From an optimization exercise on the open Yosys and OpenROAD flow, aimed at small area; shortcuts taken in it are not production practice.
Only simulation tests tie the RTL to the original design; equivalence was not proved.
Power figures rest on the tool's default switching activity, not on a simulated workload.

run A:
==> flow/design.v (excerpt) <==
module fetch_controller(foutput,operation,opselect,enable_arith,enable_shift,shift_number,aluin1,aluin2,wr_a, mem_data_read_in1,mem_data_read_in2,reset,control_in,datain_a,addr_a,dataout_a, clock, src1, src2,imm);
parameter n = 16;
input  [n-1:0] dataout_a;
output [12:0] addr_a;
input  wr_a,reset;
output [n-1:0] datain_a;
output reg [n-1:0] mem_data_read_in2;
output [n-1:0] mem_data_read_in1;
output [n-1:0] aluin1;
output reg [n-1:0] aluin2;
output reg [4:0] shift_number;
input clock;
output [6:0] control_in;
output reg [n-1:0] src1;
output reg [n-1:0] src2;
output reg [n-1:0] imm;
output [n-1:0] foutput;
output reg enable_arith,enable_shift;
output [2:0] operation,opselect;
assign datain_a = 16'd0;
reg [13:0] pi;       
reg        first;    
reg [2:0]  j;        
reg [15:0] src12, src22, imm2;
reg [6:0]  c0, c1;   
reg [15:0] r0, r1;   
reg        p;        
reg        q;        
wire exec = !wr_a;
wire pi_3fff = pi[13] & pi[12];
wire pi_8195 = pi[13] & ~pi[12] & pi[1] & pi[0];
wire pi_hi   = |pi[12:2] | pi[13];
wire pi_gt2  = (pi_hi | (pi[1] & pi[0])) & ~pi_3fff;              
wire i_gt2   = ~first & (pi_hi | pi[1]) & ~pi_3fff & ~pi_8195;    
wire [13:0] i_now = first ? 14'h3fff : (pi_8195 ? 14'd0 : pi + 14'd1);
wire j0 = (j == 3'd0), j1 = (j == 3'd1), j2 = (j == 3'd2);
wire j3 = (j == 3'd3), j4 = (j == 3'd4), j5 = (j == 3'd5);
wire last4 = pi_gt2 ? j5 : j4;
wire last5 = pi_gt2 ? j0 : j5;
  ...
clock: 5.0 ns
lec_check: 0
abc_area: 1
cap_margin: 20
core_margin: 2
core_utilization: 40
slew_margin: 20
standard.sh (not shown) runs the stock make flow with config.mk's settings and CLKGATE_MAP_FILE= SYNTH_SCRIPT=/design/flow/synth_recipe.tcl, a recipe that flattens the netlist after the stock synthesis.
==> flow/flow/run.sh <==
#!/bin/bash
# The standard layout (standard.sh) with these changes:
#  * synthesis uses synth_recipe.tcl unchanged, but ABC maps with the
#    area-oriented script flow/abc_area.script (registers are untouched);
#  * the port buffers are the smallest buffer cell (buf_1);
#  * one tie cell drives all constant outputs (no tie fanout repair);
#  * clock tree: options from flow/cts_args.txt (clkbuf_8, smaller sink
#    clusters, no dummy loads).
# Each tool's output goes to its ORFS log under orfs/logs; the make output
# goes to standard.log.
set -euo pipefail
HERE=$(pwd)
rm -rf "$HERE/myscripts"
cp -r "$FLOW_HOME/scripts" "$HERE/myscripts"
cp "$HERE/flow/abc_area.script" "$HERE/myscripts/abc_area.script"
{ echo "set ::env(SCRIPTS_DIR) $HERE/myscripts"; cat "$HERE/synth_recipe.tcl"; } > "$HERE/my_synth.tcl"
sed "s|SYNTH_SCRIPT=[^ ]*|SYNTH_SCRIPT=$HERE/my_synth.tcl|" "$HERE/standard.sh" > "$HERE/my_standard.sh"
grep -q "SYNTH_SCRIPT=$HERE/my_synth.tcl" "$HERE/my_standard.sh"
export BUFFER_PORTS_ARGS="-buffer_cell sky130_fd_sc_hd__buf_1"
export SKIP_REPAIR_TIE_FANOUT=1
export CTS_ARGS="$(cat "$HERE/flow/cts_args.txt")"
bash "$HERE/my_standard.sh" > "$HERE/standard.log" 2>&1
==> flow/flow/abc_area.script <==
strash
dc2
balance
rewrite
refactor
balance
rewrite
rewrite -z
balance
refactor -z
rewrite -z
balance
dc2
&get -n
&st
&deepsyn -T 60
&dch -f
&nf -a -R 2000
&put
topo
==> flow/flow/cts_args.txt <==
-sink_clustering_enable -repair_clock_nets -dont_use_dummy_load -buf_list sky130_fd_sc_hd__clkbuf_8 -sink_clustering_size 15 -sink_clustering_max_diameter 50
The inputs of run B differ from those of run A as listed below.
- changing CORE_UTILIZATION from 40 to 58
Results
Portion of the layout cell area used by clock cells in run B vs run A: down 0.28 points. Side by side, fmax turned out lower in run B than in run A. Per the comparison of run B with run A, sequential cell area held steady, non-clock buffer area fraction after layout moved down. Run B: done, clean on timing, DRC and antenna.
Here is what was changed in the inputs of run C compared with run B.
- a change of CORE_UTILIZATION from 58 to 50
--- outcome ---
Across both runs, relative max-transition margin was higher for run C than for run B. Summary of the comparison: number of buffers and inverters on the critical path is lower in run C, relative to run B. Setup WNS run B -> run C: better. Proportion of power drawn by combinational gates: run B and run C compared, lower one is run C. Cells: run C has more instances than run B. Run C vs. run B: total non-filler cell area in the finished layout saw an increase; overall routed net length higher.

fetch_controller, a different RTL version from the one above (not shown whole).
Size in the first run: about 1500 cells after synthesis, about 250 flip-flops, roughly 200 I/O pins, roughly 12000 um2 of cells after synthesis.
clock: 5.0 ns
lec_check: 0
abc_area: 1
cap_margin: 20
core_margin: 2
core_utilization: 40
cts_buf_list: sky130_fd_sc_hd__clkbuf_4
slew_margin: 20
run.sh (not shown) runs the stock make flow with config.mk's settings and CLKGATE_MAP_FILE= SYNTH_SCRIPT=/design/flow/synth_recipe.tcl, a recipe that flattens the netlist after the stock synthesis.
Stock flow here: none of the scripts above is used.
The baseline finished clean.
Then changed:
==> flow/flow/run.sh (new file) <==
#!/bin/bash
# The standard layout (standard.sh) with three changes:
#  * synthesis uses synth_recipe.tcl unchanged, but ABC maps with the
#    area-oriented script flow/abc_area.script (registers are untouched);
#  * the port buffers are the smallest buffer cell (buf_1);
#  * clock tree: clkbuf_8 cells, smaller sink clusters, no dummy loads.
# Each tool's output goes to the ORFS logs under orfs/logs; the make output
# goes to standard.log.
set -euo pipefail
HERE=$(pwd)
rm -rf "$HERE/myscripts"
cp -r "$FLOW_HOME/scripts" "$HERE/myscripts"
cp "$HERE/flow/abc_area.script" "$HERE/myscripts/abc_area.script"
{ echo "set ::env(SCRIPTS_DIR) $HERE/myscripts"; cat "$HERE/synth_recipe.tcl"; } > "$HERE/my_synth.tcl"
sed "s|SYNTH_SCRIPT=[^ ]*|SYNTH_SCRIPT=$HERE/my_synth.tcl|" "$HERE/standard.sh" > "$HERE/my_standard.sh"
grep -q "SYNTH_SCRIPT=$HERE/my_synth.tcl" "$HERE/my_standard.sh"
export BUFFER_PORTS_ARGS="-buffer_cell sky130_fd_sc_hd__buf_1"
CTS_OPTS=""
if [[ -f "$HERE/flow/cts_args.txt" ]]; then CTS_OPTS=$(cat "$HERE/flow/cts_args.txt"); fi
if [[ -n "$CTS_OPTS" ]]; then export CTS_ARGS="$CTS_OPTS"; fi
bash "$HERE/my_standard.sh" > "$HERE/standard.log" 2>&1
==> flow/flow/abc_area.script (new file) <==
strash
dc2
balance
rewrite
refactor
balance
rewrite
rewrite -z
balance
refactor -z
rewrite -z
balance
dc2
balance
rewrite
refactor
balance
rewrite
rewrite -z
balance
refactor -z
rewrite -z
balance
dc2
&get -n
&st
&dch -f
&nf -a -R 2000
&put
topo
==> flow/flow/cts_args.txt (new file) <==
-sink_clustering_enable -repair_clock_nets -dont_use_dummy_load -buf_list sky130_fd_sc_hd__clkbuf_8 -sink_clustering_size 20 -sink_clustering_max_diameter 60
==> flow/standard.sh (new file) <==
#!/bin/bash
# synth_recipe.tcl (not shown) runs the flow's synth.tcl, then flattens the netlist and writes it again
# the make line also repeats each setting of config.mk as NAME=value (left out here)
make -C /OpenROAD-flow-scripts/flow DESIGN_CONFIG=/design/flow/config.mk WORK_HOME=/design/flow/orfs CLKGATE_MAP_FILE= SYNTH_SCRIPT=/design/flow/synth_recipe.tcl "${@:-finish}"
Settings changed: CTS_BUF_LIST sky130_fd_sc_hd__clkbuf_4 to not set.
removed: flow/run.sh
=>
- synthesized cell count drops by a quarter to a third
- design area fell by about a fifth
- area after synthesis decreases by a little under a tenth
- clock skew went down by 3.8 ps
- utilization decreases by 4.1 points
- worst setup slack degrades by 27 ps
- sequential power barely changes
- global-route usage came out lower by 2.9 points
- die area went down by a little under a tenth
- wire length is lower by about a fifth
Then changed:
==> flow/run.sh (new file) <==
#!/bin/bash
# synth_recipe.tcl (not shown) runs the flow's synth.tcl, then flattens the netlist and writes it again
# the make line also repeats each setting of config.mk as NAME=value (left out here)
make -C /OpenROAD-flow-scripts/flow DESIGN_CONFIG=/design/flow/config.mk WORK_HOME=/design/flow/orfs CLKGATE_MAP_FILE= SYNTH_SCRIPT=/design/flow/synth_recipe.tcl finish
removed: flow/flow/run.sh
removed: flow/flow/abc_area.script
removed: flow/flow/cts_args.txt
removed: flow/standard.sh
Effect:
- cell area goes up by about 19%
- non-clock buffer count goes down by 7
- maximum frequency goes up by about 3.2%
- global-route usage goes up by 2.6 points
- cell count goes up by about 26%
- count of clock-buffer cells in the layout goes up by 18
- total power goes up by 36%

## lane 1
Another version of the RTL of fetch_controller (not shown whole).
For scale: roughly 1,100 cells after synthesis, ~200 I/O pins, roughly 11,000 sq um of cells after synthesis.
==> flow/config.mk <==
export PLATFORM = sky130hd
export DESIGN_NAME = fetch_controller
export DESIGN_NICKNAME = fetch_controller
export VERILOG_FILES = /design/flow/design.v
export SDC_FILE = /design/flow/constraint.sdc
export NUM_CORES = 4
export LEC_CHECK = 0
export ABC_AREA = 1
export CAP_MARGIN = 20
export CORE_MARGIN = 2
export CORE_UTILIZATION = 58
export SLEW_MARGIN = 20
==> flow/constraint.sdc <==
create_clock -name core_clock -period 5.0 [get_ports {clock}]
set_input_delay 1.0000 -clock core_clock [delete_from_list [all_inputs] [get_ports {clock}]]
set_output_delay 1.0000 -clock core_clock [all_outputs]
set_load 0.01 [all_outputs]
standard.sh (not shown) runs the stock make flow with config.mk's settings and CLKGATE_MAP_FILE= SYNTH_SCRIPT=/design/flow/synth_recipe.tcl, a recipe that flattens the netlist after the stock synthesis.
==> flow/flow/run.sh <==
#!/bin/bash
# The standard layout (standard.sh) with these changes:
#  * synthesis uses synth_recipe.tcl unchanged, but ABC maps with the
#    area-oriented script flow/abc_area.script (registers are untouched);
#  * the port buffers are the smallest buffer cell (buf_1);
#  * one tie cell drives all constant outputs (no tie fanout repair);
#  * clock tree: options from flow/cts_args.txt (clkbuf_8, smaller sink
#    clusters, no dummy loads).
# Each tool's output goes to its ORFS log under orfs/logs; the make output
# goes to standard.log.
set -euo pipefail
HERE=$(pwd)
rm -rf "$HERE/myscripts"
cp -r "$FLOW_HOME/scripts" "$HERE/myscripts"
cp "$HERE/flow/abc_area.script" "$HERE/myscripts/abc_area.script"
{ echo "set ::env(SCRIPTS_DIR) $HERE/myscripts"; cat "$HERE/synth_recipe.tcl"; } > "$HERE/my_synth.tcl"
sed "s|SYNTH_SCRIPT=[^ ]*|SYNTH_SCRIPT=$HERE/my_synth.tcl|" "$HERE/standard.sh" > "$HERE/my_standard.sh"
grep -q "SYNTH_SCRIPT=$HERE/my_synth.tcl" "$HERE/my_standard.sh"
export BUFFER_PORTS_ARGS="-buffer_cell sky130_fd_sc_hd__buf_1"
export SKIP_REPAIR_TIE_FANOUT=1
export CTS_ARGS="$(cat "$HERE/flow/cts_args.txt")"
bash "$HERE/my_standard.sh" > "$HERE/standard.log" 2>&1
==> flow/flow/abc_area.script <==
strash
dc2
balance
rewrite
refactor
balance
rewrite
rewrite -z
balance
refactor -z
rewrite -z
balance
dc2
&get -n
&st
&deepsyn -T 60
&dch -f
&nf -a -R 2000
&put
topo
==> flow/flow/cts_args.txt <==
-sink_clustering_enable -repair_clock_nets -dont_use_dummy_load -buf_list sky130_fd_sc_hd__clkbuf_8 -sink_clustering_size 15 -sink_clustering_max_diameter 50
Lane 1: all stages complete, timing, DRC and antenna checks passed
What lane 2 does differently from lane 1 at the input level:
- swapping 58 for 50 in CORE_UTILIZATION
==> results.txt <==
- From lane 1 to lane 2 the numbers moved as follows: synthesis-to-finish area growth went up, core occupancy in the finished layout shrank by 8.8 points, total stage count of the critical path has remained practically unchanged, fraction of the cycle the final worst path needs went up 1.1 points.
- When lane 2 is set beside lane 1, its final wirelength turns out to be 5.5% larger.
- Diff lane 1 -> lane 2: met1 track demand over resource in global routing saw a decrease, maximum VDD drop has decreased, headroom to the max-slew limit down 2.0 points, reported net switching power has increased, minimum setup slack in the final design lower.

==> what the ideal ports hide <==
How much do the figures lean on ideal ports? The routed layouts below were timed once more, with nothing changed but the port constraints. Step 1 sets driving cells, clkbuf_16 on the clock port and buf_2 on the other inputs (assumed; they add their load-dependent delay and slew). Step 2 times the ports against the registers' clock, not the clock port: input delays grow and output delays shrink by t, the midpoint of the rising clock arrivals with the driver on. a / b / c = ideal / step 1 / step 2; a / b = the first two.
run | shift t [ns] | slack for setup (ns) | hold WS [ns] | worst setup path at the end
run A | 0.590 | 0.476 / 0.476 / 0.476 | 0.418 / 0.418 / 0.418 | register to register
run B | 0.566 | 0.406 / 0.406 / 0.406 | 0.425 / 0.425 / 0.425 | register to register
run C | 0.598 | 0.477 / 0.477 / 0.477 | 0.431 / 0.431 / 0.431 | register to register
the first run of note 2 | 0.713 | 0.508 / 0.461 / 1.173 | 0.450 / 0.450 / 0.450 | register to output
the second run of note 2 | 0.572 | 0.482 / 0.482 / 0.482 | 0.430 / 0.430 / 0.430 | register to register
the third run of note 2 | 0.585 | 0.623 / 0.573 / 1.158 | 0.453 / 0.453 / 0.453 | register to output
lane 1 | 0.597 | 0.399 / 0.399 / 0.399 | 0.444 / 0.444 / 0.444 | register to register
lane 2 | 0.603 | 0.343 / 0.343 / 0.343 | 0.410 / 0.410 / 0.410 | register to register
After both steps every run listed still meets setup and hold.
